This design comes from an exercise in tuning for small area, a short achievable clock period and few clock cycles per item on the open sky130 flow, not from production work.
Where RTL was checked, it was by simulation tests only, not by an equivalence proof against the original.
Only the layout flow was run in runs 5 and 6; the RTL was not checked for function there.
No activity file was given, so power comes from the tool's default toggle rates.

==> flow/design.v <==
module counter #(
    parameter N = 4  
)(
    input wire clk,
    input wire rst,
    input wire ld,         
    input wire en,         
    input wire [N-1:0] d,  
    output reg [N-1:0] q   
);
   always @(posedge clk) begin
    if (rst) begin
        q <= 0;  
    end else begin
        if (ld) begin
            q <= d;  
        end else if (en) begin
            q <= q + 1;  
        end
    end
end
endmodule
module regn #(parameter N = 16) (  
    input wire clk,                
    input wire rst,                
	input wire en,
    input wire [N-1:0] d,          
    output reg [N-1:0] q           
);
    always @(posedge clk) begin
        if (rst) begin
            q <= 0;  
        end else if (en) begin
            q <= d;  
        end
    end
endmodule
module RAM #(
    parameter addr_width = 2,   
    parameter data_width = 8    
)(
    input wire clk,                      
    input wire rst,                      
    input wire we,                       
    input wire [addr_width-1:0] addr,    
    input wire [data_width-1:0] din,     
    output wire [data_width-1:0] dout    
);
    reg [data_width-1:0] ram_memory [0:(2**addr_width)-1];
    reg [addr_width-1:0] addr_reg;
    integer i;
    always @(posedge clk) begin
        if (rst) begin
            for (i = 0; i < (2**addr_width); i = i + 1) begin
                ram_memory[i] <= 0;
            end
        end else if (we) begin
            ram_memory[addr] <= din;  
        end
        addr_reg <= addr;             
    end
    assign dout = ram_memory[addr_reg];
endmodule
module datapath #( 
    parameter N = 8,  
    parameter L = 4   
) (
    input wire clk,            
    input wire rst,            
    input wire busy,           
    input wire Rd,             
    input wire WrInit,         
    input wire [L-1:0] RAddr,  
    input wire [N-1:0] DataIn, 
    input wire Wr,             
    input wire Li,             
    input wire Ei,             
    input wire Lj,             
    input wire Ej,             
    input wire EA, EB,         
    input wire Asel,           
    input wire Csel,           
    input wire Bout,           
    output wire [N-1:0] DataOut,  
    output wire zi, 
    output wire zj,
    output wire AgtB
);
    localparam K = 16;
    wire [L-1:0] cntr_i, cntr_j, mux1_out, mux2_out, addr;
    wire [N-1:0] regA_out, regB_out, mux3_out, mux4_out, ABmux, din, Mij, regA_in;
    wire we;
    counter #(.N(L)) counter_inst1 (.clk(clk), .rst(rst), .ld(Li), .en(Ei), .d({L{1'b0}}), .q(cntr_i));
    assign zi = (cntr_i == K-2) ? 1'b1 : 1'b0;
    counter #(.N(L)) counter_inst2 (.clk(clk), .rst(rst), .ld(Lj), .en(Ej), .d(cntr_i + 1'b1), .q(cntr_j));
    assign zj = (cntr_j == K-1) ? 1'b1 : 1'b0;
    assign mux1_out = (Csel == 1'b0) ? cntr_i : cntr_j;
    assign mux2_out = (busy) ? mux1_out : RAddr;
    assign mux3_out = (busy == 1'b0) ? DataIn : ABmux;
    assign mux4_out = (Bout == 1'b0) ? regA_out : regB_out;
    assign addr = mux2_out;
    assign din = mux3_out;
    assign ABmux = mux4_out;
    assign we = WrInit | Wr;
    RAM #(.addr_width(L), .data_width(N)) RAM_inst (.clk(clk), .rst(rst), .we(we), .addr(addr), .din(din), .dout(Mij));
    assign regA_in = (Asel) ? regB_out : Mij;
    regn #(.N(N)) reg_A (.clk(clk), .rst(rst), .en(EA), .d(regA_in), .q(regA_out));
    regn #(.N(N)) reg_B (.clk(clk), .rst(rst), .en(EB), .d(Mij), .q(regB_out));
    assign AgtB = (regA_out > regB_out);
    assign DataOut = (Rd) ? Mij : {N{1'b0}};
endmodule
module controller (
    input wire clk,          
    input wire rst,          
    input wire start,        
    input wire AgtB,         
    input wire zi,           
    input wire zj,           
    output wire Wr,          
    output wire Li,          
    output wire Ei,          
    output wire Lj,          
    output wire Ej,          
    output wire EA,          
    output wire EB,          
    output wire Asel,        
    output wire Bout,        
    output wire Csel,        
    output wire busy,        
    output wire done         
);
    reg [3:0] state;
    localparam IDLE = 4'd0,   
               LDI  = 4'd1,   
               LDA  = 4'd2,   
               LDB  = 4'd3,   
               CMP  = 4'd4,   
               SWJ  = 4'd5,   
               SWI  = 4'd6,   
               DONE = 4'd7,   
               PRJ  = 4'd8;   
    wire [3:0] next_pair = zj ? (zi ? DONE : LDI) : PRJ;
    always @(posedge clk) begin
        if (rst) begin
            state <= IDLE;
        end else begin
            case (state)
                IDLE: if (start) state <= LDI;
                LDI:  state <= LDA;
                LDA:  state <= LDB;
                LDB:  state <= CMP;
                CMP:  if (AgtB) state <= SWJ; else state <= next_pair;
                SWJ:  state <= SWI;
                SWI:  state <= next_pair;
                PRJ:  state <= LDB;
                DONE: if (start) state <= LDI;
                default: state <= IDLE;
            endcase
        end
    end
    wire pair_end = ((state == CMP) && !AgtB) || (state == SWI);
    assign Wr   = (state == SWJ) || (state == SWI);
    assign Li   = (state == IDLE) || (state == DONE);
    assign Ei   = pair_end && zj && !zi;
    assign Lj   = (state == LDI);
    assign Ej   = pair_end && !zj;
    assign EA   = (state == LDA) || (state == SWI);
    assign Asel = (state == SWI);
    assign EB   = (state == LDB);
    assign Bout = (state == SWI);
    assign Csel = (state == LDA) || (state == LDB) || (state == CMP) ||
                  (state == SWJ) || (state == PRJ);
    assign busy = (state != IDLE) && (state != DONE);
    assign done = (state == DONE);
endmodule
module sorting_top #(
    parameter N = 8,
    parameter L = 4
)(
    input wire clk,
    input wire rst,
    input wire Rd,
    input wire WrInit,
    input wire [L-1:0] RAddr,
    input wire [N-1:0] DataIn,
    input wire start,
    output wire [N-1:0] DataOut,
    output wire done
);
    wire Wr, Li, Ei, Lj, Ej, EA, EB, Asel, Csel, Bout, busy;
    wire zi, zj, AgtB;
    datapath #(.N(N), .L(L)) dp (
        .clk(clk), .rst(rst), .busy(busy), .Rd(Rd), .WrInit(WrInit), .RAddr(RAddr), .DataIn(DataIn),
        .Wr(Wr), .Li(Li), .Ei(Ei), .Lj(Lj), .Ej(Ej), .EA(EA), .EB(EB), .Asel(Asel), .Csel(Csel), .Bout(Bout),
        .DataOut(DataOut), .zi(zi), .zj(zj), .AgtB(AgtB)
    );
    controller ctrl (
        .clk(clk), .rst(rst), .start(start), .AgtB(AgtB), .zi(zi), .zj(zj),
        .Wr(Wr), .Li(Li), .Ei(Ei), .Lj(Lj), .Ej(Ej), .EA(EA), .EB(EB), .Asel(Asel), .Bout(Bout), .Csel(Csel),
        .busy(busy), .done(done)
    );
endmodule
==> flow/run.sh <==
#!/bin/bash
# synth_recipe.tcl (not shown) runs the flow's synth.tcl, then flattens the netlist and writes it again
# the make line also repeats each setting of config.mk as NAME=value (left out here)
make -C /OpenROAD-flow-scripts/flow DESIGN_CONFIG=/design/flow/config.mk WORK_HOME=/design/flow/orfs CLKGATE_MAP_FILE= SYNTH_SCRIPT=/design/flow/synth_recipe.tcl finish
==> flow/config.mk <==
export PLATFORM = sky130hd
export DESIGN_NAME = sorting_top
export DESIGN_NICKNAME = sorting_top
export VERILOG_FILES = /design/flow/design.v
export SDC_FILE = /design/flow/constraint.sdc
export NUM_CORES = 4
export LEC_CHECK = 0
export CAP_MARGIN = 20
export CORE_MARGIN = 2
export CORE_UTILIZATION = 40
export SLEW_MARGIN = 20
==> flow/constraint.sdc <==
create_clock -name core_clock -period 5.0 [get_ports {clk}]
set_input_delay 1.0000 -clock core_clock [delete_from_list [all_inputs] [get_ports {clk}]]
set_output_delay 1.0000 -clock core_clock [all_outputs]
set_load 0.01 [all_outputs]
==> metrics list, run 1 <==
* Main synth FF type: sky130_fd_sc_hd__edfxtp_1
- Sorting the synthesized cells by area gives the leading types as sky130_fd_sc_hd__edfxtp_1, sky130_fd_sc_hd__mux4_2, sky130_fd_sc_hd__dfxtp_1.
- Setup violations remaining at the end of the flow were counted as 0.
- In this run the tool buffered the top-level ports with 25 buffer cells.
- Synth-to-layout area growth: 14.2%
- Routability-driven placement finished with a final weighted congestion of 0.954.
- Static timing analysis puts the maximum clock frequency at 234 MHz.
* Std-Cell Core Area: 19400 sq um
- Once layout is complete, the utilization of the core stands at 46.3%.
- The number of clock buffers added by TritonCTS is 17.
- The worst hold path passes through 2 cells.
* Longest Clk Path Bufs: 2
* Result of the run: timing/DRC/antenna clean
* Share of synthesized area occupied by flip-flops and latches: 57.1%
- CP Capture Type: output pin
- Async set-or-reset flop fraction in the synthesized netlist: 0%
- Skew-Pair Late Insertion Delay: 0.43 ns
- In this run the critical register-to-register path is launched from ctrl.state[3].
* Drt wl/cell: 21.4 microns
- Post-layout worst setup margin: 0.722 ns
- Number of vias after detailed routing: 5256
- The first global-routing pass estimated 30.6 mm of wire.
- Number of distinct standard cells referenced by the synthesized netlist: 63
* MaxCap Viol Count: 0
- Top cell type by total area after synthesis: sky130_fd_sc_hd__edfxtp_1
- Critical path peak fanout: 17
- Aggregate global-route resource usage: 20.3%
- After clock tree synthesis, the clock-pin slew on the worst setup and hold paths is 0.07 ns.
- Required time worst endpoint: 4.00 ns
- The number of nets handed over by synthesis was 661.
- Horizontal die dimension: 144 microns
- Measured against its own limit, the worst slew margin works out to 45.1%.
- In this run, post-CTS hold repair placed 0 buffers.
* Post-CTS sizing: 0
- Counting instances in the post-synthesis netlist gives the leading cell types as sky130_fd_sc_hd__nor2_1, sky130_fd_sc_hd__edfxtp_1, sky130_fd_sc_hd__mux4_2.
- Final Max Tran Viols: 0
* Number of DRC markers after the initial detailed-route iteration: 599
- Die height: 144 microns
- H-tree levels: 4
* Clock tree root driver cell: sky130_fd_sc_hd__clkbuf_16
- STA classifies the critical path startpoint as a flop.
- HPWL Detailed: 14.2 mm
- Setup slack of the worst register-to-register path: 1.50 ns
- Power density over cell area: 408 nW/um^2
* Nets: 678
* Total chip power: 3660 uW
- The via count of the first global-routing pass was 5068.
* Via density per instance: 5.66
- RSZ-0062 raised after global routing: false
- Number of filler cells placed in the layout: 1737
- Tmin final: 4.28 ns
- OpenSTA, run right after detailed placement, puts the worst setup slack at 1.14 ns.
- Syn. warnings: 4
- Clock tree synthesis found a total of 160 sinks.
- The critical path in this run is classified as flop to output pin.
- Pin count of the biggest net entering global routing: 33
- Dividing the synthesized area by the synthesized cell count gives 12.4 sq um.
- In this run the remaining antenna-violating nets after routing total 0.
* Crit path arrival time: 3.28 ns
- Number of flip-flops and latches in the synthesized netlist: 160
* Number of placement rows: 51
- Once the clock tree was built, the setup fixing pass inserted 0 buffers.
- Across the VDD grid, the largest voltage drop is 0.000224 V.
- Overflow left after global routing: 0
- Cell area after technology mapping: 7860 sq um
- Area share of the largest cell type after synthesis: 48.9%
* Diode insertion count for antenna repair: 0
* Share of post-route cells with drive strength above 1: 17.8%
* Number of remaining DRC errors: 0
* Final hold vios: 0
- By instance count, the leading cell after synthesis is sky130_fd_sc_hd__nor2_1.
- Setup total negative slack: 0 ns
* Source of the worst hold timing path: dp.reg_A.q[0]
- Starting Density: 40.5%
- After detailed placement, the total cell area comes to 8380 sq um.
- Counting flops with a built-in enable in the synthesized netlist gives 128.
- The analysis attributes to cell leakage a power of 0.00305 uW.
* Endpoint, Worst Hold: dp.reg_A.q[0]
- Fin area: 8980 sq um
- Worst Max-Slew Pin Slew: 0.819 ns
- Clock tree from TritonCTS: built
- Clock Skews: 0.00671 ns
* Top-level port count: 26
- The path class of the tightest hold or removal check is flop to flop.
* Period utilisation layout: 85.6%
- The number of cells on the worst reg-to-reg path is 5.
- Before antenna repair, the detailed router went through 5 iterations.
- Number of instances in the synthesized netlist: 633
- The floorplan step defined a die boundary enclosing 20800 sq um.
* Capturing point of the worst reg2reg path: dp.RAM_inst.ram_memory[9][4]
- For this block, the routed nets add up to 19.8 mm of wire.
* Number of antenna violations at the first check in global routing: 0
-- through the flow --
stage               hold slack, ns  cells
global route                 0.533    928
global placement             0.489    896
CTS                          0.510    928
floorplan                    0.478    633
finish                       0.504    928
detailed placement           0.500    896
-- sequential cells by signal, summed over array words and instances (netlist names), named ones only --
signal	count
dp.reg_A.q	8
dp.counter_inst1.q	4
ctrl.state	4
dp.reg_B.q	8
dp.counter_inst2.q	4
dp.RAM_inst.ram_memory	128
-- layer usage --
metal	wire length (microns)	up-vias	GRT usage [%]
met5	0	-	0
met4	429	0	7.26
met3	1540	31	4.27
met2	9420	214	32.4
met1	8430	2624	27.7
li1	-	2387	-
-- logic make-up after synthesis --
| logic type | share of synthesized area [%] |
|---|---|
| AO/OA/AOI/OAI | 8.74 |
| XOR/XNOR | 0.446 |
| adder cells (fa/ha/maj) | 1.75 |
| buffers and inverters | 3.25 |
| flip-flops | 57.1 |
| multiplexers | 13.4 |
| AND/OR/NAND/NOR | 15.4 |
-- cell type report --
cell class / count / area (sq um) / share of cell area [%]
Inverter: 17 / 63.8 / 0.711
Multi-Input combinational cell: 413 / 3120 / 34.8
Clock inverter: 15 / 176 / 1.97
Clock buffer: 17 / 425 / 4.74
Tap cell: 265 / 332 / 3.69
Sequential cell: 160 / 4490 / 50.0
Timing Repair Buffer: 41 / 370 / 4.13
-- critical path, stage by stage, from the launching register on --
cell and delay, ns:
sky130_fd_sc_hd__dfxtp_2 0.70, sky130_fd_sc_hd__buf_4 0.40, sky130_fd_sc_hd__mux4_2 0.54, sky130_fd_sc_hd__mux4_2 0.54
sky130_fd_sc_hd__and2_1 0.18, sky130_fd_sc_hd__clkdlybuf4s50_1 0.47
-- worst max path at each step --
stage                       endpoint  slack, ns  depth (start not counted)
after CTS                 DataOut[0]       0.66                          5
after detailed placement  DataOut[5]       1.14                          5
after global routing      DataOut[6]       0.51                          5
after floorplan           DataOut[0]       1.99                          5
final                     DataOut[5]       0.72                          5
after global placement    DataOut[1]       1.18                          5
-- power by group --
group / switching [uW] / internal, uW
Clock: 569 / 753
Sequential: 80.6 / 1520
Combinational: 419 / 326
Total: 1070 / 2590
-- layout by cell type, fill, tap and decap left out, types with 3 or more instances in the layout --
master	instances
sky130_fd_sc_hd__a22o_1	8
sky130_fd_sc_hd__clkdlybuf4s50_1	25
sky130_fd_sc_hd__and3_1	5
sky130_fd_sc_hd__clkbuf_16	17
sky130_fd_sc_hd__dfxtp_1	31
sky130_fd_sc_hd__and2_1	10
sky130_fd_sc_hd__a211oi_1	11
sky130_fd_sc_hd__o21a_1	3
sky130_fd_sc_hd__nor2_1	153
sky130_fd_sc_hd__a31oi_1	3
sky130_fd_sc_hd__ha_1	11
sky130_fd_sc_hd__edfxtp_1	128
sky130_fd_sc_hd__a21oi_2	7
sky130_fd_sc_hd__nand2_2	8
sky130_fd_sc_hd__a21oi_1	13
sky130_fd_sc_hd__o31ai_2	3
sky130_fd_sc_hd__nand4_1	3
sky130_fd_sc_hd__nand2_1	16
sky130_fd_sc_hd__nor2b_1	3
sky130_fd_sc_hd__inv_8	4
sky130_fd_sc_hd__o21ai_0	7
sky130_fd_sc_hd__o31ai_1	5
sky130_fd_sc_hd__nor3_1	6
sky130_fd_sc_hd__or3_1	3
sky130_fd_sc_hd__a21o_1	3
sky130_fd_sc_hd__nand2b_1	22
sky130_fd_sc_hd__mux2i_1	15
sky130_fd_sc_hd__nand3_1	8
sky130_fd_sc_hd__buf_4	16
sky130_fd_sc_hd__inv_1	17
sky130_fd_sc_hd__or2_2	3
sky130_fd_sc_hd__clkinv_4	5
sky130_fd_sc_hd__a211o_1	4
sky130_fd_sc_hd__mux4_2	40
Testbench counts, summed over its fixed seeds: cycles 50,660, sorts 96.
==> run 2: changes to the inputs <==
==> flow/design.v (replaced) <==
module sorting_top #(
    parameter N = 8,
    parameter L = 4
)(
    input wire clk,
    input wire rst,
    input wire Rd,
    input wire WrInit,
    input wire [L-1:0] RAddr,
    input wire [N-1:0] DataIn,
    input wire start,
    output wire [N-1:0] DataOut,
    output wire done
);
    localparam K = 16;
    reg [N-1:0] r [0:K-1];    
    reg [L-1:0] o;            
    reg [L-1:0] rp;           
    reg         busy;
    reg [3:0]   cnt;
    reg         done_r;
    wire idle = ~busy | done_r;
    wire go   = start & idle;
    wire wr   = WrInit & ~start & idle;
    wire run  = busy | go;
    wire [L-1:0] o1 = o + 1'b1;             
    wire [L-1:0] wp = RAddr + o1;           
    function automatic gt8(input [N-1:0] a, input [N-1:0] b);
        integer n;
        reg c;
        begin
            c = 1'b0;
            for (n = 0; n < N; n = n + 1)
                c = (a[n] & ~b[n]) | ((a[n] | ~b[n]) & c);
            gt8 = c;
        end
    endfunction
    wire [K/2-1:0] sw;
    genvar j;
    generate
        for (j = 0; j < K/2; j = j + 1) begin : g_ce
            assign sw[j] = run && (o != 2*j+1) && gt8(r[2*j], r[2*j+1]);
        end
    endgenerate
    integer i;
    always @(posedge clk) begin
        for (i = 0; i < K; i = i + 1) begin
            if (rst)
                r[i] <= {N{1'b0}};
            else if (wr && wp == i[L-1:0])
                r[i] <= DataIn;
            else if (i % 2 == 1)            
                r[i] <= sw[i/2] ? r[i] : r[i-1];
            else                            
                r[i] <= sw[((i+K-2)%K)/2] ? r[(i+K-2)%K] : r[(i+K-1)%K];
        end
    end
    always @(posedge clk) begin
        rp <= RAddr + o1;
        if (rst) o <= {L{1'b0}};
        else     o <= o1;
        if (rst) begin
            busy <= 1'b0;
            cnt <= 4'd0;
            done_r <= 1'b0;
        end else if (go) begin
            busy <= 1'b1;
            cnt <= 4'd0;
            done_r <= 1'b0;
        end else if (busy) begin
            cnt <= cnt + 4'd1;
            if (cnt == 4'd13) done_r <= 1'b1;
            if (cnt == 4'd14) busy <= 1'b0;
        end
    end
    assign DataOut = Rd ? r[rp] : {N{1'b0}};
    assign done = done_r;
endmodule
--- a/flow/config.mk
+++ b/flow/config.mk
@@ -9,3 +9,4 @@
 export CORE_MARGIN = 2
 export CORE_UTILIZATION = 40
+export SETUP_SLACK_MARGIN = 2.6
 export SLEW_MARGIN = 20
==> run 2 against run 1 <==
Compared with the run above:
- still clean
- clock-buffer cell count rose by 2
- synthesized cell count rose by 80%
- non-clock buffer count rose by 71
- total power rose by 4.3%
- final cell count rose by 61%
- critical path depth rose by 2
- worst hold slack got worse by 0.016 ns
- setup slack improved by 1.0 ns
- routed wire length rose by 86%
- first-iteration DRC count rose by 84%
- combinational power rose by 83%
- clock skew rose by 0.0051 ns
- highest routed layer unchanged
==> metrics list, run 2 <==
- The run finished with no timing, DRC or antenna violations.
- Total chip power: 3820 uW (+4.3%)
- The clock edge transition at the registers on the reported setup and hold paths came to 0.07 ns (about the same).
- Number of antenna violations at the first check in global routing: 0 (unchanged)
- The number of cells produced by synthesis came to 1139 (+80%).
- The via count of the first global-routing pass was 8515 (+68%).
- Longest Clk Path Bufs: 2 (unchanged)
* Commonest non-fill, non-tap cell in the layout: sky130_fd_sc_hd__nand2_1
- The switching component of the power was 1420 uW (+33%).
- Share of synthesized area occupied by flip-flops and latches: 31.9% (-25 points)
* Synth-to-layout area growth: 43.4%
* Period utilisation layout: 65.4% (-20 points)
* Drt wl/cell: 24.6 microns (+15%)
- The relative max-transition margin came to 27.3% (-18 points).
- Required time worst endpoint: 4.00 ns (about the same)
- The initial cell density of the core is 40.9% (+0.34 points).
- Area share of the largest cell type after synthesis: 31.9% (-17 points)
- The power share of the combinational group is 35.7% (+15 points).
- The shortest period the worst path allows was 3.27 ns (-1.01 ns).
* HPWL Detailed: 21.2 mm (+50%)
* Most frequent cell after synthesis: sky130_fd_sc_hd__nand2_1
* Sinks on the clock net: 142 (-11%)
- Leaving out fill and tap cells, the most frequent cells in the layout are sky130_fd_sc_hd__nand2_1, sky130_fd_sc_hd__dfxtp_1, sky130_fd_sc_hd__nor2_4, sky130_fd_sc_hd__mux2i_1, sky130_fd_sc_hd__inv_1.
- The pin count of the biggest net entering global routing was 78 (+140%).
- Number of filler cells placed in the layout: 1811 (+4.3%)
- Post-synth net total: 1165 (+76%)
- Power density over cell area: 299 nW/um^2 (-27%)
* Crit path arrival time: 2.27 ns (-1.01 ns)
- The final hold violation count is 0 (unchanged).
- The overflow left after global routing was 0 (unchanged).
- Number of enable-type register cells in the synthesized netlist: 0 (-100%)
- Via density per instance: 6.41 (+13%)
* List of most frequent post-synthesis cells: sky130_fd_sc_hd__nand2_1, sky130_fd_sc_hd__nor2_1, sky130_fd_sc_hd__dfxtp_1
- Async set-or-reset flop fraction in the synthesized netlist: 0% (unchanged)
- The switching part of the total was 37.2% (+8.0 points).
- The first-iteration detailed-routing DRC count was 1104 (+84%).
* Max frequency: 306 MHz (+31%)
* Number of vias after detailed routing: 9606 (+83%)
* Final Max Tran Viols: 0 (unchanged)
- STA classifies the critical path startpoint as a flop.
* Number of flip-flops and latches in the synthesized netlist: 142 (-11%)
- The wire length after detailed routing is 36.9 mm (+86%).
- Critical path type: flop to output pin
* Proportion of power drawn by the clock network: 31.1% (-5.0 points)
* CTS Hold Buffers Added: 0 (unchanged)
* Sequential cell area: 2860 sq um (-36%)
- The setup total negative slack came to 0 ns (unchanged).
* Clock tree root driver cell: sky130_fd_sc_hd__clkbuf_16
* Syn. warnings: 2 (-2)
- The worst setup path is captured at an output pin.
- The net count of the finished layout was 1231 (+82%).
* MaxCap Viol Count: 0 (unchanged)
- Std-Cell Core Area: 21800 sq um (+12%)
- Number of buffers added on ports: 25 (unchanged)
- Die area: 23500 sq um (+13%)
- Routed Antenna Nets: 0 (unchanged)
* Non-Filler Instances: 1498 (+61%)
- Sequential Power Share: 33.2% (-10 points)
* Top-level port count: 26 (unchanged)
- The worst hold path belongs to the class flop to flop.
- Total clock buffers created by CTS: 17 (unchanged)
- First-pass iteration count of the detailed router: 6 (+1)
- Share of post-route cells with drive strength above 1: 39.8% (+22 points)
- Final setup vio count: 0 (unchanged)
* Top cell type by total area after synthesis: sky130_fd_sc_hd__dfxtp_1
- The number of rows created at floorplan came to 54 (+5.9%).
- Counting flops per register, the top entry is r.
* Number of remaining DRC errors: 0 (unchanged)
- Wire length of the first global-routing pass: 52.4 mm (+72%)
* Worst hold margin: 0.488 ns (-0.0157 ns)
- The maximum resistive drop on vdd came to 0.000289 V (+29%).
* Utilization after layout: 58.6% (+12 points)
- Weighted congestion at the end of routability-driven global placement: 0.970 (+1.7%)
- The design internal power is 2400 uW (-7.6%).
* Horizontal die dimension: 153 microns (+6.3%)
- The area of combinational cells with multiple inputs came to 7610 sq um (+140%).
- The clock latency of the later-clocked register in the worst-skew pair is 0.44 ns (about the same).
* Worst Max-Slew Pin Slew: 1.09 ns (+0.272 ns)
- In the synthesized netlist the dominant register cell turns out to be sky130_fd_sc_hd__dfxtp_1.
* Number of distinct standard cells referenced by the synthesized netlist: 64 (+1.6%)
* Leakage power of the design: 0.00397 uW (+30%)
* Clock Skews: 0.0118 ns (+0.00510 ns)
- Mapped Avg Cell Area: 7.83 sq um (-37%)
- The highest fanout seen on the critical path is 6 (-11).
- The global-route usage over all layers came to 28.8% (+8.5 points).
* Clock tree from TritonCTS: built
- Cell area after technology mapping: 8920 sq um (+13%)
* H-tree levels: 4 (unchanged)
* Instance count after placement with tap cells included: 1373 (+53%)
* RSZ-0062 raised after global routing: true
* Biggest area contributors in the synthesized netlist: sky130_fd_sc_hd__dfxtp_1, sky130_fd_sc_hd__mux2i_1, sky130_fd_sc_hd__nand2_1
- Max reg flops: 128 (unchanged)
- Diode insertion count for antenna repair: 0 (unchanged)
* Die height: 153 microns (+6.3%)
run 2: cell types whose count changed after synthesis, moves of 27 or more:
cell                       previous run  this run
sky130_fd_sc_hd__dfxtp_1             32       142
sky130_fd_sc_hd__clkbuf_1            18        49
sky130_fd_sc_hd__mux4_2              40         2
sky130_fd_sc_hd__a211oi_1            11        71
sky130_fd_sc_hd__inv_1               17        58
sky130_fd_sc_hd__o21ai_0              7        46
sky130_fd_sc_hd__a21oi_1             14        52
sky130_fd_sc_hd__nor2b_1              3        35
sky130_fd_sc_hd__mux2i_1             15        65
sky130_fd_sc_hd__a311oi_2             0        32
sky130_fd_sc_hd__a311oi_1             1        28
sky130_fd_sc_hd__edfxtp_1           128         0
sky130_fd_sc_hd__nand2_1             16       170
run 2: final cells by class:
cell class	count	area share [%]
multi-input combinational	872	59.5
inverter	60	1.78
clock buffer	19	3.46
clock inverter	13	0.734
sequential	142	22.3
tap	280	2.74
timing repair buffer	112	9.40
run 2: power groups by stage:
stage | Clock [uW] | Sequential [uW] | Combinational (uW)
2_1_floorplan | 0 | 1240 | 596
3_3_place_gp | 0 | 1280 | 737
3_5_place_dp | 0 | 1280 | 736
4_1_cts | 1190 | 1260 | 1180
5_1_grt | 1250 | 1270 | 1410
6_report | 1190 | 1270 | 1360
run 2: metrics by stage:
step	cell area, sq um	setup slack, ns
floorplan	9160	2.30
global placement	9350	1.24
detailed placement	9350	1.24
CTS	11600	1.78
global route	12800	1.68
finish	12800	1.73
run 2: cell families (layout without fill, tap and decap cells):
family                     count (synthesis)  count (layout)  synth area share [%]
DFF                                      142             142                  31.9
and+or+nand+nor                          437             453                  21.0
buffers and inverters                    141             204                  6.47
AOI/OAI and AO/OA                        312             312                  27.7
muxes                                     73              73                  8.56
adders and majority gates                 26              26                  3.42
xor gates and xnor gates                   8               8                 0.940
run 2: repair_timing:
action                                  in CTS  in global routing
endpoints found under the setup margin     136                136
gates resized for setup                    285                233
cloned                                      15                  5
endpoints found under the hold margin        0                  0
pin swaps                                   58                 40
buffers inserted                            62                 10
run 2: final timing paths:
| kind | depth (start not counted) | slack [ns] | startpoint | to |
|---|---|---|---|---|
| setup reg to reg | 14 | 2.37 | o[1] | r[8][2] |
| hold reg to reg | 1 | 0.49 | o[0] | o[0] |
| hold / removal | 1 | 0.49 | o[0] | o[0] |
| setup / recovery | 7 | 1.73 | rp[2] | DataOut[1] |
run 2: per-layer routing:
metal  up-vias  wire, microns  global-route usage, %
met5         -              0                      0
met4         0           1930                   11.8
met3       142           3410                   4.59
met2       557          16100                   43.1
met1      4668          15400                   41.1
li1       4239              -                      -
run 2: worst max-delay path: stages, from the launching register on:
cell	delay [ns]
sky130_fd_sc_hd__dfxtp_4	0.42
sky130_fd_sc_hd__buf_12	0.13
sky130_fd_sc_hd__nor2b_4	0.22
sky130_fd_sc_hd__nor2b_2	0.23
sky130_fd_sc_hd__a32oi_1	0.11
sky130_fd_sc_hd__o22a_1	0.23
sky130_fd_sc_hd__a31oi_2	0.29
sky130_fd_sc_hd__buf_2	0.19
Testbench counts of run 2, summed over its fixed seeds: cycles 4,520, sorts 96.
==> run 3: changes to the inputs <==
--- a/flow/config.mk
+++ b/flow/config.mk
@@ -9,4 +9,4 @@
 export CORE_MARGIN = 2
 export CORE_UTILIZATION = 40
-export SETUP_SLACK_MARGIN = 2.6
+export SETUP_SLACK_MARGIN = 2.0
 export SLEW_MARGIN = 20
==> run 3 against run 2 <==
Compared with the run above:
- flip-flop and latch count unchanged
- register-to-register slack worse by 0.07 ns
- clock skew shrank 0.0040 ns
- core utilization decreased by 7.6 points
- critical endpoint is now DataOut[4]
- routed wire length shrank 14%
- synthesized cell count unchanged
- largest cell class unchanged
==> metrics list, run 3 <==
- The run finished with no timing, DRC or antenna violations.
* CP Capture Type: output pin
* Starting Density: 40.9% (unchanged)
- The number of rows created at floorplan is 54 (unchanged).
- Critical path, cell by cell: buf_12 -> mux4_2 -> a21oi_2 -> a21oi_2 -> o221a_2 -> buf_6
* Syn. warnings: 2 (unchanged)
* Period utilisation layout: 63.9% (-1.5 points)
- Setup slack of the worst register-to-register path: 2.30 ns (-0.07 ns)
- Critical path type: flop to output pin
- The design internal power was 2540 uW (+5.8%).
- Diode insertion count for antenna repair: 0 (unchanged)
* RSZ-0062 raised after global routing: true
* List of most frequent post-synthesis cells: sky130_fd_sc_hd__nand2_1, sky130_fd_sc_hd__nor2_1, sky130_fd_sc_hd__dfxtp_1
- MaxCap Viol Count: 0 (unchanged)
- Cell area after technology mapping: 8920 sq um (unchanged)
- The clock edge transition at the registers on the reported setup and hold paths is 0.07 ns (about the same).
- Die area: 23500 sq um (unchanged)
- The fraction of synthesized cell area taken by the top area cell type came to 31.9% (unchanged).
* Number of distinct standard cells referenced by the synthesized netlist: 64 (unchanged)
- Routed Antenna Nets: 0 (unchanged)
- The sequential cell area fraction in the yosys report came to 31.9% (unchanged).
- The net count of the finished layout came to 1196 (-2.8%).
- Leakage power of the design: 0.00390 uW (-1.9%)
- Pin count of the biggest net entering global routing: 123 (+58%)
* Synth-to-layout area growth: 24.9%
- Wire length of the first global-routing pass: 48.3 mm (-7.9%)
* Number of instances in the synthesized netlist: 1139 (unchanged)
- Largest stage delay on the critical path: 0.56 ns (+0.14 ns)
- Die height: 153 microns (unchanged)
* First-pass iteration count of the detailed router: 6 (unchanged)
- The clock latency of the later-clocked register in the worst-skew pair is 0.44 ns (about the same).
* Overflow left after global routing: 0 (unchanged)
* Total clock buffers created by CTS: 17 (unchanged)
- The detailed-placement wirelength estimate was 21.4 mm (+0.70%).
* Final hold vios: 0 (unchanged)
- The share of cells above drive strength 1 was 23.5% (-16 points).
* Critical path peak fanout: 12 (+6)
* Top-level port count: 26 (unchanged)
* Horizontal die dimension: 153 microns (unchanged)
- The most numerous cell type found on the critical path is sky130_fd_sc_hd__a21oi_2.
* Post-synth net total: 1165 (unchanged)
- Most frequent cell after synthesis: sky130_fd_sc_hd__nand2_1
- Psw: 1250 uW (-12%)
* Worst Setup Start Kind: flop
* Tmin final: 3.20 ns (-0.0763 ns)
- Part of the total power dissipated in combinational logic: 28.8% (-6.9 points)
* Relative slew slack: 24.5% (-2.7 points)
* H-tree levels: 4 (unchanged)
- The slew at the pin closest to its max-slew limit was 1.13 ns (+0.0371 ns).
- The mean post-synth cell area is 7.83 sq um (unchanged).
* Via count of the first global-routing pass: 8119 (-4.7%)
* Number of vias after detailed routing: 8791 (-8.5%)
* Max reg flops: 128 (unchanged)
* Longest Clk Path Bufs: 2 (unchanged)
- The wire length after detailed routing came to 31.9 mm (-14%).
* CP delay by family, top: multiplexers
- The core area came to 21800 sq um (unchanged).
- The maximum resistive drop on vdd is 0.000305 V (+5.6%).
- The register bit total from synthesis was 142 (unchanged).
- The setup violation total in the final timing report is 0 (unchanged).
- Among all stages on the critical path, the largest delay is contributed by sky130_fd_sc_hd__mux4_2.
- Main synth FF type: sky130_fd_sc_hd__dfxtp_1
* Commonest non-fill, non-tap cell in the layout: sky130_fd_sc_hd__nor2_1
- In the layout the commonest cells are sky130_fd_sc_hd__nor2_1, sky130_fd_sc_hd__nand2_1, sky130_fd_sc_hd__dfxtp_1, sky130_fd_sc_hd__a211oi_1, sky130_fd_sc_hd__mux2i_1.
- The count of hold buffers inserted by post-cts repair is 0 (unchanged).
- Clock Skews: 0.00779 ns (-0.00402 ns)
- Max frequency: 313 MHz (+2.4%)
- The root buffer cell chosen for the clock tree is sky130_fd_sc_hd__clkbuf_16.
* Weighted congestion at the end of routability-driven global placement: 0.976 (+0.66%)
- Async set-or-reset flop fraction in the synthesized netlist: 0% (unchanged)
- The total power density per cell area is 340 nW/um^2 (+14%).
* Via density per instance: 6.01 (-6.3%)
- The worst hold-check slack is 0.499 ns (+0.0105 ns).
* Register bank with the most flops: r
* Required time worst endpoint: 4.00 ns (about the same)
* Number of enable-type register cells in the synthesized netlist: 0 (unchanged)
- The worst endpoint data arrival time was 2.20 ns (-0.07 ns).
- Drt wl/cell: 21.8 microns (-11%)
- The share of power burned in registers is 33.7% (+0.5 points).
* Final Max Tran Viols: 0 (unchanged)
* Number of DRC markers after the initial detailed-route iteration: 860 (-22%)
* Crit path buf inv count: 2 (unchanged)
* Sinks on the clock net: 142 (unchanged)
- Utilization after layout: 51.0% (-7.6 points)
* Sw Ratio: 33.0% (-4.2 points)
- Biggest area contributors in the synthesized netlist: sky130_fd_sc_hd__dfxtp_1, sky130_fd_sc_hd__mux2i_1, sky130_fd_sc_hd__nand2_1
- Aggregate global-route resource usage: 26.6% (-2.2 points)
- Number of buffers added on ports: 25 (unchanged)
* Number of filler cells placed in the layout: 2087 (+15%)
* Type of the worst min-delay path: flop to flop
- Setup total negative slack: 0 ns (unchanged)
* Proportion of power drawn by the clock network: 37.5% (+6.4 points)
- The total DRC errors in the routed layout is 0 (unchanged).
- The initial antenna violation count came to 1 (+1).
* Top cell type by total area after synthesis: sky130_fd_sc_hd__dfxtp_1
- TritonCTS built the clock tree.
-- run 3: cell counts after synthesis --
No cell type changed its count.
-- run 3: final cells by class --
cell class / count / area [sq um] / area share, %
flip-flops and latches: 142 / 2860 / 25.7
well taps: 280 / 350 / 3.15
clock buffers: 20 / 467 / 4.19
clock inverters: 12 / 184 / 1.65
multi-input cells: 857 / 6140 / 55.1
repair buffers: 92 / 907 / 8.15
inverters: 60 / 229 / 2.06
-- run 3: layer usage --
layer  GRT usage, %  routed length [microns]  up-vias
met5              0                       12        -
met4           11.7                     1180        2
met3           5.59                     2080       79
met2           40.5                    14200      339
met1           36.3                    14400     4233
li1               -                        -     4138
-- run 3: logic make-up (layout without fill, tap and decap cells) --
logic type,count (synthesis),after routing,synth area share (%)
and+or+nand+nor,437,438,21.0
adders and majority gates,26,26,3.42
DFF,142,142,31.9
xor gates and xnor gates,8,8,0.940
AOI/OAI and AO/OA,312,312,27.7
buffers and inverters,141,184,6.47
muxes,73,73,8.56
-- run 3: worst reg2reg max path, stage by stage, from the launching register on --
cell,delay [ns]
sky130_fd_sc_hd__dfxtp_1,0.35
sky130_fd_sc_hd__inv_1,0.05
sky130_fd_sc_hd__ha_1,0.33
sky130_fd_sc_hd__inv_1,0.06
sky130_fd_sc_hd__ha_1,0.27
sky130_fd_sc_hd__a21o_1,0.18
sky130_fd_sc_hd__a21oi_1,0.23
sky130_fd_sc_hd__xnor2_2,0.20
sky130_fd_sc_hd__inv_2,0.18
sky130_fd_sc_hd__nor2_4,0.18
sky130_fd_sc_hd__buf_12,0.17
sky130_fd_sc_hd__nand2_8,0.11
sky130_fd_sc_hd__nor2_1,0.17
sky130_fd_sc_hd__a311oi_2,0.08
-- run 3: power by group through the flow --
stage | sequential [uW] | combinational [uW] | clock [uW]
2_1_floorplan | 1230 | 533 | 0
3_3_place_gp | 1300 | 687 | 0
3_5_place_dp | 1300 | 688 | 0
4_1_cts | 1270 | 921 | 1420
5_1_grt | 1280 | 1150 | 1470
6_report | 1280 | 1090 | 1420
-- run 3: path summary, 6_finish.rpt --
kind                            startpoint         end  depth (start not counted)
worst max-delay path                 rp[2]  DataOut[4]                          6
worst min-delay path                done_r      done_r                          2
worst max register to register        o[1]     r[6][2]                         13
worst min register to register      done_r      done_r                          2
-- run 3: repair_timing --
item,CTS,global route
gates cloned,2,1
setup endpoints to repair,136,135
buffers inserted,30,25
pin swaps,21,28
gates resized for setup,150,75
-- run 3: per-stage QoR --
step	total power, uW	cell area, sq um	setup WS (ns)	instances
final	3780	11100	1.80	1463
after global routing	3900	11100	1.77	1463
after CTS	3610	10600	1.83	1437
after detailed placement	1990	9250	1.12	1373
after global placement	1980	9250	1.17	1373
after floorplan	1770	8920	2.11	1139
==> run 4: changes to the inputs <==
--- a/flow/config.mk
+++ b/flow/config.mk
@@ -9,4 +9,3 @@
 export CORE_MARGIN = 2
 export CORE_UTILIZATION = 40
-export SETUP_SLACK_MARGIN = 2.0
 export SLEW_MARGIN = 20
==> run 4 against run 3 <==
Compared with the run above:
- still clean
- global-route usage is 0.91 points lower
- non-clock buffer count fell by 56
- core utilization down 5.9 points
- sequential power hardly changed
- routed wire length decreased by 5.3%
- sequential share of layout area rose by 3.2 points
- die area did not move
- worst hold slack better by 0.012 ns
- setup slack got worse by 1.3 ns
- highest routed layer is now met4
==> metrics list, run 4 <==
- CTS Hold Buffers Added: 0 (unchanged)
- Routed Antenna Nets: 0 (unchanged)
- Aggregate global-route resource usage: 25.7% (-0.91 points)
* Wire length of the first global-routing pass: 46.5 mm (-3.6%)
* Setup slack of the worst register-to-register path: 1.98 ns (-0.32 ns)
* MaxCap Viol Count: 0 (unchanged)
* Clock transition at the register clock pins on the worst setup and hold paths after CTS: 0.06 ns (about the same)
- The weighted congestion at the end of routability-driven global placement is 1.07 (+9.1%).
- Number of cell instances on the worst register-to-register path: 10 (-3)
- Register bank with the most flops: r
- The instance area at placement was 9250 sq um (about the same).
* Drt wl/cell: 21.5 microns (-1.3%)
* Diode insertion count for antenna repair: 0 (unchanged)
- The vias per cell came to 5.95 (-0.98%).
- First-pass iteration count of the detailed router: 5 (-1)
- The initial cell density of the core came to 40.9% (unchanged).
- Nets: 1139 (-4.8%)
- Share of post-route cells with drive strength above 1: 9.52% (-14 points)
- Std-Cell Core Area: 21800 sq um (unchanged)
* Async set-or-reset flop fraction in the synthesized netlist: 0% (unchanged)
* Die area: 23500 sq um (unchanged)
* Commonest non-fill, non-tap cell in the layout: sky130_fd_sc_hd__nand2_1
* Pin count of the biggest net entering global routing: 49 (-60%)
- Source of the worst hold timing path: o[0]
* Number of antenna violations at the first check in global routing: 0 (-1)
- Critical register-to-register path startpoint: o[0]
- Clock tree from TritonCTS: built
- Longest Clk Path Bufs: 2 (unchanged)
- Max frequency: 224 MHz (-28%)
* Area share of the largest cell type after synthesis: 31.9% (unchanged)
- Horizontal die dimension: 153 microns (unchanged)
- The number of buffers inserted by port buffering came to 25 (unchanged).
- Cell area after technology mapping: 8920 sq um (unchanged)
- The setup total negative slack came to 0 ns (unchanged).
- The worst setup path is captured at an output pin.
- Area of the multi-input gates: 5500 sq um (-10%)
* Number of distinct standard cells referenced by the synthesized netlist: 64 (unchanged)
* Cells on Worst Hold Path: 1 (-1)
- The share of power burned in the clock network is 39.9% (+2.4 points).
* Total chip power: 3300 uW (-13%)
- The worst path buffer plus inverter count was 2 (unchanged).
* Buffers inserted by post-CTS timing repair: 0 (-100%)
- Type of the worst min-delay path: flop to flop
- Syn. warnings: 2 (unchanged)
* Critical path peak fanout: 30 (+18)
- The shortest period the worst path allows was 4.46 ns (+1.26 ns).
- Psw: 1060 uW (-15%)
* Clock tree root driver cell: sky130_fd_sc_hd__clkbuf_16
- The total power density per cell area came to 335 nW/um^2 (-1.4%).
- Share of synthesized area occupied by flip-flops and latches: 31.9% (unchanged)
- The number of rows created at floorplan is 54 (unchanged).
- The worst clock skew was 0.00863 ns (+0.000836 ns).
* Worst Max-Slew Pin Slew: 1.11 ns (-0.0171 ns)
- HPWL Detailed: 21.4 mm (about the same)
* Number of instances in the synthesized netlist: 1139 (unchanged)
- Fin area: 9840 sq um (-12%)
- Skew-Pair Late Insertion Delay: 0.43 ns (about the same)
- From synthesis to final layout, the design area changed by 10.3%.
- Mapped Avg Cell Area: 7.83 sq um (unchanged)
- The CTS H-tree depth is 4 (unchanged).
* Post-CTS sizing: 0 (-100%)
* Result of the run: timing/DRC/antenna clean
- Period utilisation layout: 89.2% (+25 points)
- Crit path arrival time: 3.46 ns (+1.26 ns)
- In this run the critical register-to-register path is captured at r[7][7].
* Endpoint, Worst Hold: o[0]
* Number of remaining DRC errors: 0 (unchanged)
- The overflow left after global routing is 0 (unchanged).
* Critical path, cell by cell: buf_4 -> nand2b_1 -> o21ai_0 -> a31oi_1 -> clkdlybuf4s50_1
* Final setup vio count: 0 (unchanged)
- Number of enable-type register cells in the synthesized netlist: 0 (unchanged)
- Final hold vios: 0 (unchanged)
* Via count of the first global-routing pass: 7687 (-5.3%)
* CP delay by family, top: buffers and inverters
- Sinks on the clock net: 142 (unchanged)
- Critical-path cell with the highest stage delay: sky130_fd_sc_hd__dfxtp_1
- The count of vias placed by the detailed router came to 8354 (-5.0%).
- Most frequent cell after synthesis: sky130_fd_sc_hd__nand2_1
* Biggest area contributors in the synthesized netlist: sky130_fd_sc_hd__dfxtp_1, sky130_fd_sc_hd__mux2i_1, sky130_fd_sc_hd__nand2_1
- Leakage power of the design: 0.00327 uW (-16%)
* Main synth FF type: sky130_fd_sc_hd__dfxtp_1
* Number of DRC markers after the initial detailed-route iteration: 831 (-3.4%)
- Part of the total power dissipated in combinational logic: 21.2% (-7.6 points)
- Die height: 153 microns (unchanged)
* Required time worst endpoint: 4.00 ns (about the same)
* Top-level port count: 26 (unchanged)
- The relative max-transition margin is 25.7% (+1.1 points).
* Number of filler cells placed in the layout: 2175 (+4.2%)
- List of most frequent post-synthesis cells: sky130_fd_sc_hd__nand2_1, sky130_fd_sc_hd__nor2_1, sky130_fd_sc_hd__dfxtp_1
- RSZ-0062 raised after global routing: false
- Final wirelength: 30.2 mm (-5.3%)
- Sequential cell area: 2840 sq um (-0.53%)
- The maximum resistive drop on vdd is 0.000208 V (-32%).
- STA classifies the critical path startpoint as a flop.
- The net count of the mapped netlist came to 1165 (unchanged).
- The number of max-slew violations in the final report was 0 (unchanged).
* Sequential Power Share: 38.9% (+5.2 points)
- The flip-flop count of the largest register after layout came to 128 (unchanged).
- Sw Ratio: 32.2% (-0.80 points)
- Total clock buffers created by CTS: 17 (unchanged)
- Number of flip-flops and latches in the synthesized netlist: 142 (unchanged)
* Largest stage delay on the critical path: 1.00 ns (+0.44 ns)
- Power Internal: 2240 uW (-12%)
* Critical path type: flop to output pin
- Commonest non-fill, non-tap cells in the layout: sky130_fd_sc_hd__nand2_1, sky130_fd_sc_hd__nor2_1, sky130_fd_sc_hd__dfxtp_1, sky130_fd_sc_hd__a211oi_1, sky130_fd_sc_hd__mux2i_1
- Top cell type by total area after synthesis: sky130_fd_sc_hd__dfxtp_1
-- run 4: cell counts after synthesis --
No cell type changed its count.
-- run 4: logic make-up after synthesis --
kind of cell / after synthesis / synth area share [%]
AOI/OAI and AO/OA: 312 / 27.7
xor gates and xnor gates: 8 / 0.940
adders and majority gates: 26 / 3.42
buffers and inverters: 141 / 6.47
DFF: 142 / 31.9
muxes: 73 / 8.56
and+or+nand+nor: 437 / 21.0
-- run 4: worst max path at each step --
stage,cells after the start,startpoint,slack [ns],end
4_1_cts,5,rp[3],0.73,DataOut[7]
3_3_place_gp,5,rp[3],1.07,DataOut[7]
2_1_floorplan,8,rp[1],1.97,DataOut[6]
6_report,5,rp[3],0.54,DataOut[7]
3_5_place_dp,9,RAddr[0],1.16,r[6][2]
5_1_grt,5,rp[3],0.48,DataOut[7]
-- run 4: worst register-to-register path, delay by kind of cell (launching register included) --
family / cells / cell delay [ns]
xor gates and xnor gates: 2 / 0.53
adders and majority gates: 2 / 0.55
and+or+nand+nor: 3 / 0.72
muxes: 1 / 0.32
DFF: 1 / 0.41
AOI/OAI and AO/OA: 1 / 0.21
buffers and inverters: 1 / 0.14
-- run 4: through the flow --
| step | hold slack (ns) | std cells | setup WS [ns] | util, % |
|---|---|---|---|---|
| floorplan | 0.445 | 1139 | 1.97 | - |
| detailed placement | 0.489 | 1374 | 1.16 | 42.4 |
| global placement | 0.476 | 1374 | 1.07 | 42.4 |
| CTS | 0.504 | 1404 | 0.732 | 45.1 |
| finish | 0.510 | 1404 | 0.540 | 45.1 |
| global route | 0.524 | 1404 | 0.484 | 45.1 |
-- run 4: final cells by class --
class                           instances  area share, %
Multi-Input combinational cell        856           55.9
Clock buffer                           21           4.68
Timing Repair Buffer                   36           3.31
Clock inverter                          9           1.39
Inverter                               60           2.29
Tap cell                              280           3.56
Sequential cell                       142           28.9
-- run 4: metal layers --
metal,global-route usage (%),up-vias,part of all wire [%]
li1,-,4010,-
met1,36.3,3968,47
met2,38.9,315,43
met3,4.76,61,7.2
met4,9.57,0,3.0
met5,0,-,0
-- run 4: power groups by stage --
stage          combinational, uW  sequential, uW  clock, uW
5_1_grt                      751            1290       1370
6_report                     699            1280       1320
2_1_floorplan                533            1230          0
3_3_place_gp                 681            1300          0
4_1_cts                      684            1280       1330
3_5_place_dp                 681            1300          0
==> run 5: changes to the inputs <==
--- a/flow/design.v
+++ b/flow/design.v
@@ -16,5 +16,5 @@
     reg [N-1:0] r [0:K-1];    
     reg [L-1:0] o;            
-    reg [L-1:0] rp;           
+    reg [N-1:0] rdat;         
     reg         busy;
     reg [3:0]   cnt;
@@ -43,4 +43,8 @@
         end
     endgenerate
+    wire [2:0]   rj = wp[L-1:1] - {2'b0, ~wp[0]};    
+    wire [N-1:0] rx = r[{rj, 1'b0}];
+    wire [N-1:0] ry = r[{rj, 1'b1}];
+    wire [N-1:0] rv = (sw[rj] ^ ~wp[0]) ? ry : rx;
     integer i;
     always @(posedge clk) begin
@@ -57,5 +61,5 @@
     end
     always @(posedge clk) begin
-        rp <= RAddr + o1;
+        rdat <= wr ? DataIn : rv;
         if (rst) o <= {L{1'b0}};
         else     o <= o1;
@@ -74,5 +78,5 @@
         end
     end
-    assign DataOut = Rd ? r[rp] : {N{1'b0}};
+    assign DataOut = Rd ? rdat : {N{1'b0}};
     assign done = done_r;
 endmodule
--- a/flow/config.mk
+++ b/flow/config.mk
@@ -9,3 +9,4 @@
 export CORE_MARGIN = 2
 export CORE_UTILIZATION = 40
+export SETUP_SLACK_MARGIN = 2.6
 export SLEW_MARGIN = 20
==> run 5 against run 4 <==
Compared with the run above:
- via count increased by 18%
- routed wire length rose by 25%
- clock skew is 0.0058 ns higher
- combinational power rose to 2.9 times the previous value
==> metrics list, run 5 <==
- Result of the run: timing/DRC/antenna clean
- Number of antenna violations at the first check in global routing: 0 (unchanged)
* Share of synthesized area occupied by flip-flops and latches: 30.9% (-0.94 points)
- The area of combinational cells with multiple inputs is 7520 sq um (+37%).
- Required time worst endpoint: 5.30 ns (+1.30 ns)
- Setup repair after global routing could not meet its margin everywhere.
* Synth-to-layout area growth: 39.6%
- Aggregate global-route resource usage: 29.6% (+3.9 points)
* Sinks on the clock net: 146 (+2.8%)
- After synthesis, the cell types taking the most area are sky130_fd_sc_hd__dfxtp_1, sky130_fd_sc_hd__mux2i_1, sky130_fd_sc_hd__a211oi_1.
- The area of the die was 24900 sq um (+5.8%).
* Power density over cell area: 349 nW/um^2 (+4.2%)
- The highest fanout seen on the critical path is 4 (-87%).
- Max reg flops: 128 (unchanged)
- The number of search-and-repair iterations in the first detailed-routing pass is 5 (unchanged).
* Relative slew slack: 11.1% (-15 points)
- Commonest non-fill, non-tap cells in the layout: sky130_fd_sc_hd__dfxtp_1, sky130_fd_sc_hd__nor2_1, sky130_fd_sc_hd__mux2i_1, sky130_fd_sc_hd__a211oi_2, sky130_fd_sc_hd__nand2_1
- Leaving out fill and tap cells, the most frequent cell in the layout is sky130_fd_sc_hd__dfxtp_1.
- Sorting the synthesized cells by how often they occur yields sky130_fd_sc_hd__nor2_1, sky130_fd_sc_hd__dfxtp_1, sky130_fd_sc_hd__a211oi_1.
- The initial cell density of the core was 40.5% (-0.37 points).
- The most used flip-flop cell after synthesis is sky130_fd_sc_hd__dfxtp_1.
* MaxCap Viol Count: 0 (unchanged)
- Critical path type: input port to flop
* Crit path arrival time: 3.88 ns (+0.42 ns)
- The clock latency of the later-clocked register in the worst-skew pair was 0.44 ns (about the same).
* Syn. warnings: 2 (unchanged)
- Clock Skews: 0.0144 ns (+0.00577 ns)
- The total DRC errors in the routed layout is 0 (unchanged).
* Number of filler cells placed in the layout: 1937 (-11%)
- The reported leakage power came to 0.00457 uW (+40%).
- Total clock buffers created by CTS: 17 (unchanged)
- The maximum resistive drop on vdd was 0.000241 V (+16%).
- In the final layout, the registers with the most flip-flops are r x128, rdat x8.
- Number of vias after detailed routing: 9875 (+18%)
* Source of the worst hold timing path: o[0]
- Met1 Resource Use GR: 39.8% (+3.6 points)
- The weighted congestion at the end of routability-driven global placement was 0.902 (-15%).
- The net count of the mapped netlist is 1191 (+2.2%).
- The vertical die dimension came to 158 microns (+2.8%).
- The overall power was 4610 uW (+40%).
- Final Max Tran Viols: 0 (unchanged)
* Post-layout worst setup margin: 1.42 ns (+0.882 ns)
- The overflow left after global routing is 0 (unchanged).
- Max frequency: 279 MHz (+25%)
* Fin area: 13200 sq um (+34%)
- Final hold vios: 0 (unchanged)
- Horizontal die dimension: 158 microns (+2.8%)
- Clock transition at the register clock pins on the worst setup and hold paths after CTS: 0.06 ns (about the same)
* Mapped Avg Cell Area: 8.15 sq um (+4.1%)
- Number of flip-flops and latches in the synthesized netlist: 146 (+2.8%)
- Crit. Startpoint: RAddr[0]
- Type of the worst min-delay path: flop to flop
- Routed Antenna Nets: 0 (unchanged)
- Met2 track demand over resource: 47.2% (+8.3 points)
* Clock tree root driver cell: sky130_fd_sc_hd__clkbuf_16
- The share of the cycle needed by the critical path after routing was 71.6% (-18 points).
- The register cell area after layout is 2930 sq um (+3.2%).
- Number of distinct standard cells referenced by the synthesized netlist: 67 (+4.7%)
- Number of placement rows: 56 (+3.7%)
- The slew at the pin closest to its max-slew limit is 1.33 ns (+0.218 ns).
- TritonCTS built the clock tree.
- The most common cell in the synthesized netlist is sky130_fd_sc_hd__nor2_1.
- The via count of the first global-routing pass is 9150 (+19%).
* Drt wl/cell: 24.1 microns (+12%)
- Final setup vio count: 0 (unchanged)
- Share of post-route cells with drive strength above 1: 33.9% (+24 points)
* Final wirelength: 37.6 mm (+25%)
- Async set-or-reset flop fraction in the synthesized netlist: 0% (unchanged)
* CTS Hold Buffers Added: 0 (unchanged)
* Setup total negative slack: 0 ns (unchanged)
* Std-Cell Core Area: 23300 sq um (+6.9%)
- The global-route wire length before repair is 55.3 mm (+19%).
* DP Worst Slack: 0.0794 ns (-1.08 ns)
- STA classifies the critical path startpoint as an input port.
- Tmin final: 3.58 ns (-0.882 ns)
- The number of cells produced by synthesis was 1159 (+1.8%).
- The total standard cell area after synthesis is 9450 sq um (+5.9%).
- Number of enable-type register cells in the synthesized netlist: 0 (unchanged)
* Register bank with the most flops: r
- After global routing, the most crowded layer is met2.
- sky130_fd_sc_hd__dfxtp_1 takes more of the synthesized area than any other cell.
* CP Capture Type: flop
* Number of buffers added on ports: 25 (unchanged)
- Critical register-to-register path startpoint: o[0]
- The antenna diode count is 0 (unchanged).
- The pin count of the biggest net entering global routing was 69 (+41%).
- The vias per cell came to 6.33 (+6.4%).
* HPWL Detailed: 23.1 mm (+8.0%)
- The number of top-level pins was 26 (unchanged).
* GRT met3 Usage: 5.26% (+0.49 points)
- The net count of the finished layout is 1261 (+11%).
- The worst-case clock buffer depth came to 2 (unchanged).
- Number of DRC markers after the initial detailed-route iteration: 1090 (+31%)
- Area share of the largest cell type after synthesis: 30.9% (-0.94 points)
* Cell area reported after detailed placement: 10500 sq um (+13%)
* H-tree levels: 4 (unchanged)
-- run 5: area by class of cell --
cell class	count	share of cell area [%]
tap	319	3.03
timing repair buffer	131	11.6
clock buffer	18	3.25
sequential	146	22.2
clock inverter	13	1.04
inverter	59	1.78
multi-input combinational	874	57.0
-- run 5: critical path, cell delays in order --
cell	delay, ns
sky130_fd_sc_hd__buf_6	0.08
sky130_fd_sc_hd__ha_4	0.13
sky130_fd_sc_hd__inv_2	0.03
sky130_fd_sc_hd__fa_2	0.58
sky130_fd_sc_hd__inv_2	0.07
sky130_fd_sc_hd__ha_4	0.32
sky130_fd_sc_hd__buf_8	0.12
sky130_fd_sc_hd__buf_12	0.10
sky130_fd_sc_hd__mux4_2	0.49
sky130_fd_sc_hd__mux2i_1	0.15
sky130_fd_sc_hd__nor2_1	0.05
sky130_fd_sc_hd__a21oi_1	0.11
sky130_fd_sc_hd__nor2_1	0.06
sky130_fd_sc_hd__a221oi_2	0.22
sky130_fd_sc_hd__nand2_1	0.12
sky130_fd_sc_hd__nor3_2	0.20
sky130_fd_sc_hd__a211oi_2	0.05
-- run 5: final timing paths --
kind                                 to  slack, ns  cells past startpoint
worst max-delay path            rdat[0]       1.42                     17
worst min-delay path               o[0]       0.49                      1
worst max register to register  rdat[0]       1.54                     17
worst min register to register     o[0]       0.49                      1
-- run 5: cell families after synthesis --
| kind of cell | Yosys count | synth area share [%] |
|---|---|---|
| simple gates | 402 | 19.3 |
| xor+xnor | 13 | 1.50 |
| compound gates | 308 | 23.4 |
| mux | 112 | 15.3 |
| buf+inv | 151 | 6.16 |
| flops | 146 | 30.9 |
| fa+ha+maj | 27 | 3.36 |
-- run 5: repair_timing --
action	in CTS	in global routing
cloned	11	4
gates resized for setup	171	131
setup buffers	52	27
endpoints found under the setup margin	144	144
pin swaps	78	43
-- run 5: metal layers --
layer | part of all wire, % | routed length [microns]
met1 | 42 | 15700
met3 | 8.2 | 3070
met4 | 4.3 | 1610
met5 | 0 | 0
met2 | 46 | 17300
-- run 5: power breakdown --
group / switching [uW] / internal, uW
clock network: 542 / 731
registers: 91.1 / 1230
logic: 1070 / 935
-- run 5: through the flow --
stage / hold slack (ns) / utilization, % / instances
after floorplan: 0.441 / - / 1159
after global routing: 0.518 / 56.5 / 1560
after CTS: 0.493 / 52.5 / 1529
final: 0.493 / 56.5 / 1560
after detailed placement: 0.465 / 44.9 / 1435
after global placement: 0.457 / 44.9 / 1435
==> run 6: changes to the inputs <==
--- a/flow/design.v
+++ b/flow/design.v
@@ -18,11 +18,9 @@
     reg [N-1:0] rdat;         
     reg         busy;
-    reg [3:0]   cnt;
     reg         done_r;
     wire idle = ~busy | done_r;
     wire go   = start & idle;
     wire wr   = WrInit & ~start & idle;
-    wire run  = busy | go;
-    wire [L-1:0] o1 = o + 1'b1;             
+    wire [L-1:0] o1 = (go ? {L{1'b0}} : o) + 1'b1;    
     wire [L-1:0] wp = RAddr + o1;           
     function automatic gt8(input [N-1:0] a, input [N-1:0] b);
@@ -40,5 +38,5 @@
     generate
         for (j = 0; j < K/2; j = j + 1) begin : g_ce
-            assign sw[j] = run && (o != 2*j+1) && gt8(r[2*j], r[2*j+1]);
+            assign sw[j] = (go || (busy && o != 2*j+1)) && gt8(r[2*j], r[2*j+1]);
         end
     endgenerate
@@ -66,14 +64,11 @@
         if (rst) begin
             busy <= 1'b0;
-            cnt <= 4'd0;
             done_r <= 1'b0;
         end else if (go) begin
             busy <= 1'b1;
-            cnt <= 4'd0;
             done_r <= 1'b0;
         end else if (busy) begin
-            cnt <= cnt + 4'd1;
-            if (cnt == 4'd13) done_r <= 1'b1;
-            if (cnt == 4'd14) busy <= 1'b0;
+            if (o == 4'd14) done_r <= 1'b1;
+            if (o == 4'd15) busy <= 1'b0;
         end
     end
--- a/flow/config.mk
+++ b/flow/config.mk
@@ -9,4 +9,4 @@
 export CORE_MARGIN = 2
 export CORE_UTILIZATION = 40
-export SETUP_SLACK_MARGIN = 2.6
+export SETUP_SLACK_MARGIN = 2.0
 export SLEW_MARGIN = 20
==> run 6 against run 5 <==
Compared with the run above:
- routed wire length decreased by 8.8%
- area after synthesis decreased by 5.3%
- die area shrank 5.1%
==> metrics list, run 6 <==
- Result of the run: timing/DRC/antenna clean
- Via density per instance: 6.11 (-3.5%)
* Clock Skews: 0.0117 ns (-0.00274 ns)
* Power density over cell area: 371 nW/um^2 (+6.1%)
- The count of unique library cells instantiated by Yosys came to 74 (+10%).
- Share of post-route cells with drive strength above 1: 16.9% (-17 points)
* Share of synthesized area occupied by flip-flops and latches: 31.8% (+0.83 points)
- The number of search-and-repair iterations in the first detailed-routing pass is 7 (+2).
- Area share of the largest cell type after synthesis: 31.8% (+0.83 points)
- The clock net sink count was 142 (-2.7%).
- Commonest non-fill, non-tap cell in the layout: sky130_fd_sc_hd__nor2_1
- The total standard cell area after synthesis came to 8950 sq um (-5.3%).
- Weighted congestion at the end of routability-driven global placement: 0.956 (+6.0%)
- The count of vias placed by the detailed router was 9061 (-8.2%).
- The net count of the mapped netlist was 1193 (+0.17%).
* Type of the worst min-delay path: flop to flop
- Setup repair after global routing could not meet its margin everywhere.
* Worst hold margin: 0.494 ns (+0.000450 ns)
- Biggest area contributors in the synthesized netlist: sky130_fd_sc_hd__dfxtp_1, sky130_fd_sc_hd__mux2i_1, sky130_fd_sc_hd__a211oi_1
- Main synth FF type: sky130_fd_sc_hd__dfxtp_1
* Starting Density: 40.9% (+0.39 points)
- The number of top-level pins was 26 (unchanged).
* Tmin final: 3.81 ns (+0.232 ns)
* Total chip power: 4090 uW (-11%)
- The wire length after detailed routing is 34.3 mm (-8.8%).
- The number of routed nets with antenna violations was 0 (unchanged).
- The tree is rooted in a sky130_fd_sc_hd__clkbuf_16.
* Clock transition at the register clock pins on the worst setup and hold paths after CTS: 0.07 ns (about the same)
* Diode insertion count for antenna repair: 0 (unchanged)
* Synth-to-layout area growth: 23.2%
* Syn. warnings: 2 (unchanged)
- The via count of the first global-routing pass was 8262 (-9.7%).
- Final setup vio count: 0 (unchanged)
- Clock tree from TritonCTS: built
- STA classifies the critical path startpoint as an input port.
- Critical path type: input port to flop
* Number of enable-type register cells in the synthesized netlist: 0 (unchanged)
* Setup total negative slack: 0 ns (unchanged)
- Max reg flops: 128 (unchanged)
- Number of buffers added on ports: 25 (unchanged)
- The vertical die dimension came to 154 microns (-2.6%).
- The clock latency of the later-clocked register in the worst-skew pair was 0.44 ns (about the same).
* Period utilisation layout: 76.2% (+4.6 points)
- Drt wl/cell: 23.1 microns (-4.1%)
- The total DRC errors in the routed layout is 0 (unchanged).
* Required time worst endpoint: 5.28 ns (-0.02 ns)
- Non-Filler Instances: 1483 (-4.9%)
* Biggest registers after layout: r x128, rdat x8, o x4
- HPWL Detailed: 23.6 mm (+2.1%)
- Utilization after layout: 50.4% (-6.2 points)
- Pin count of the biggest net entering global routing: 80 (+16%)
- Wire length of the first global-routing pass: 51.0 mm (-7.8%)
- The register bit total from synthesis was 142 (-2.7%).
- Number of placement rows: 54 (-3.6%)
- Total clock buffers created by CTS: 17 (unchanged)
* Async set-or-reset flop fraction in the synthesized netlist: 0% (unchanged)
- The worst-case clock buffer depth came to 2 (unchanged).
* MaxCap Viol Count: 0 (unchanged)
- Final hold vios: 0 (unchanged)
- Number of DRC markers after the initial detailed-route iteration: 987 (-9.4%)
* Worst Max-Slew Pin Slew: 1.20 ns (-0.129 ns)
- Most frequent cell after synthesis: sky130_fd_sc_hd__nor2_1
- Final Max Tran Viols: 0 (unchanged)
- Number of antenna violations at the first check in global routing: 0 (unchanged)
- The worst endpoint data arrival time is 4.09 ns (+0.21 ns).
- Register bank with the most flops: r
- Leaving out fill and tap cells, the most frequent cells in the layout are sky130_fd_sc_hd__nor2_1, sky130_fd_sc_hd__dfxtp_1, sky130_fd_sc_hd__nand2_1, sky130_fd_sc_hd__a211oi_1, sky130_fd_sc_hd__mux2i_1.
- Leakage power of the design: 0.00382 uW (-16%)
- Number of instances in the synthesized netlist: 1165 (+0.52%)
* Die area: 23600 sq um (-5.1%)
- H-tree levels: 4 (unchanged)
- The net count of the finished layout was 1218 (-3.4%).
- Horizontal die dimension: 154 microns (-2.6%)
- The cell count after placement is 1421 (-0.98%).
- CP Capture Type: flop
- Top cell type by total area after synthesis: sky130_fd_sc_hd__dfxtp_1
* Aggregate global-route resource usage: 28.2% (-1.4 points)
* Overflow left after global routing: 0 (unchanged)
- Max frequency: 262 MHz (-6.1%)
- Maximum resistive drop on vdd: 0.000200 V (-17%)
* Number of filler cells placed in the layout: 2156 (+11%)
- The commonest cells after synthesis are sky130_fd_sc_hd__nor2_1, sky130_fd_sc_hd__dfxtp_1, sky130_fd_sc_hd__nand2_1.
- The count of hold buffers inserted by post-cts repair came to 0 (unchanged).
- Std-Cell Core Area: 21900 sq um (-6.2%)
* Mapped Avg Cell Area: 7.68 sq um (-5.8%)
- Relative slew slack: 19.8% (+8.6 points)
- Critical path peak fanout: 13 (+9)
==> run 6: cell families after synthesis <==
logic type,Yosys count,synth area share (%)
xor gates and xnor gates,8,1.33
DFF,142,31.8
AOI/OAI and AO/OA,313,24.7
buffers and inverters,142,6.18
adders and majority gates,26,3.36
and+or+nand+nor,454,23.3
muxes,80,9.37
==> run 6: repair_timing <==
action / CTS / global route
endpoints found under the setup margin: 144 / 144
pin swaps: 20 / 39
gates cloned: 2 / 3
buffers inserted: 15 / 10
gates resized for setup: 57 / 72
==> run 6: area by class of cell <==
cell class	count	area [sq um]	area share, %
multi-input cells	881	6060	55.0
clock buffers	18	439	3.98
clock inverters	14	170	1.54
repair buffers	95	956	8.67
flip-flops and latches	142	2840	25.8
inverters	53	203	1.84
well taps	280	350	3.18
==> run 6: critical path: stages <==
cell	delay [ns]
sky130_fd_sc_hd__buf_8	0.10
sky130_fd_sc_hd__nand2_4	0.08
sky130_fd_sc_hd__nand2_2	0.07
sky130_fd_sc_hd__inv_2	0.09
sky130_fd_sc_hd__ha_4	0.21
sky130_fd_sc_hd__inv_2	0.06
sky130_fd_sc_hd__fa_2	0.46
sky130_fd_sc_hd__ha_4	0.18
sky130_fd_sc_hd__ha_4	0.15
sky130_fd_sc_hd__buf_4	0.12
sky130_fd_sc_hd__xor3_2	0.37
sky130_fd_sc_hd__buf_12	0.20
sky130_fd_sc_hd__nor2_1	0.05
sky130_fd_sc_hd__a21oi_1	0.30
sky130_fd_sc_hd__o21ai_0	0.13
sky130_fd_sc_hd__a221o_1	0.32
sky130_fd_sc_hd__nand3_1	0.08
sky130_fd_sc_hd__a31oi_1	0.09
==> run 6: final timing paths <==
path                                 end  startpoint  cells after the start  slack (ns)
worst max register to register   rdat[4]      done_r                     16        1.27
worst min register to register  r[10][3]     r[9][3]                      2        0.49
worst max-delay path             rdat[4]       start                     18        1.19
worst min-delay path            r[10][3]     r[9][3]                      2        0.49
==> run 6: routing by layer <==
| metal | share of wire, % | vias to the layer above | global-route usage, % |
|---|---|---|---|
| li1 | - | 4248 | - |
| met1 | 45 | 4402 | 39.5 |
| met2 | 45 | 348 | 43.5 |
| met3 | 6.8 | 63 | 4.79 |
| met4 | 3.7 | 0 | 10.6 |
| met5 | 0 | - | 0 |
==> run 6: metrics by stage <==
step / setup slack, ns / area [sq um]
floorplan: 0.840 / 9040
global placement: 0.129 / 9590
detailed placement: 0.115 / 9590
CTS: 1.07 / 10500
global route: 1.02 / 11000
finish: 1.19 / 11000
==> run 6: power breakdown <==
part	total, uW	switching, uW	internal [uW]	leakage [uW]
Clock	1350	582	769	0.000295
Combinational	1490	859	630	0.00238
Sequential	1250	53.5	1190	0.00115

==> what the ideal ports hide <==
No port has a modelled driver above. Below, the same layouts with a new extraction and two added sets of constraints. Step 1 sets driving cells, clkbuf_16 on the clock port and buf_2 on the other inputs (assumed; they add their load-dependent delay and slew). Step 2 adds t to the input delays and takes it off the output delays; t is the mean of the earliest and latest rising clock arrival at the registers after step 1. Input paths then give back, and output paths get back, about the clock's delay inside the block. Three values: ideal ports, drivers, drivers and shift; two values: the first two.
| run | t (ns) | setup WS [ns] | worst setup path at the end | slew at the worst register clock pin (ns) |
|---|---|---|---|---|
| run 1 | 0.475 | 0.722 / 0.678 / 1.153 | register to output | 0.07 / 0.07 |
| run 2 | 0.485 | 1.728 / 1.678 / 1.816 | input to register | 0.07 / 0.07 |
| run 3 | 0.485 | 1.804 / 1.759 / 1.560 | input to register | 0.07 / 0.07 |
| run 4 | 0.477 | 0.540 / 0.492 / 0.969 | register to output | 0.06 / 0.06 |
| run 5 | 0.478 | 1.422 / 1.429 / 0.950 | input to register | 0.07 / 0.07 |
| run 6 | 0.481 | 1.190 / 1.180 / 0.698 | input to register | 0.07 / 0.07 |
After both steps every run listed still meets setup and hold. For run 6, which loses most, drivers alone change the setup slack by -0.010 ns; drivers and shift together by -0.492 ns.
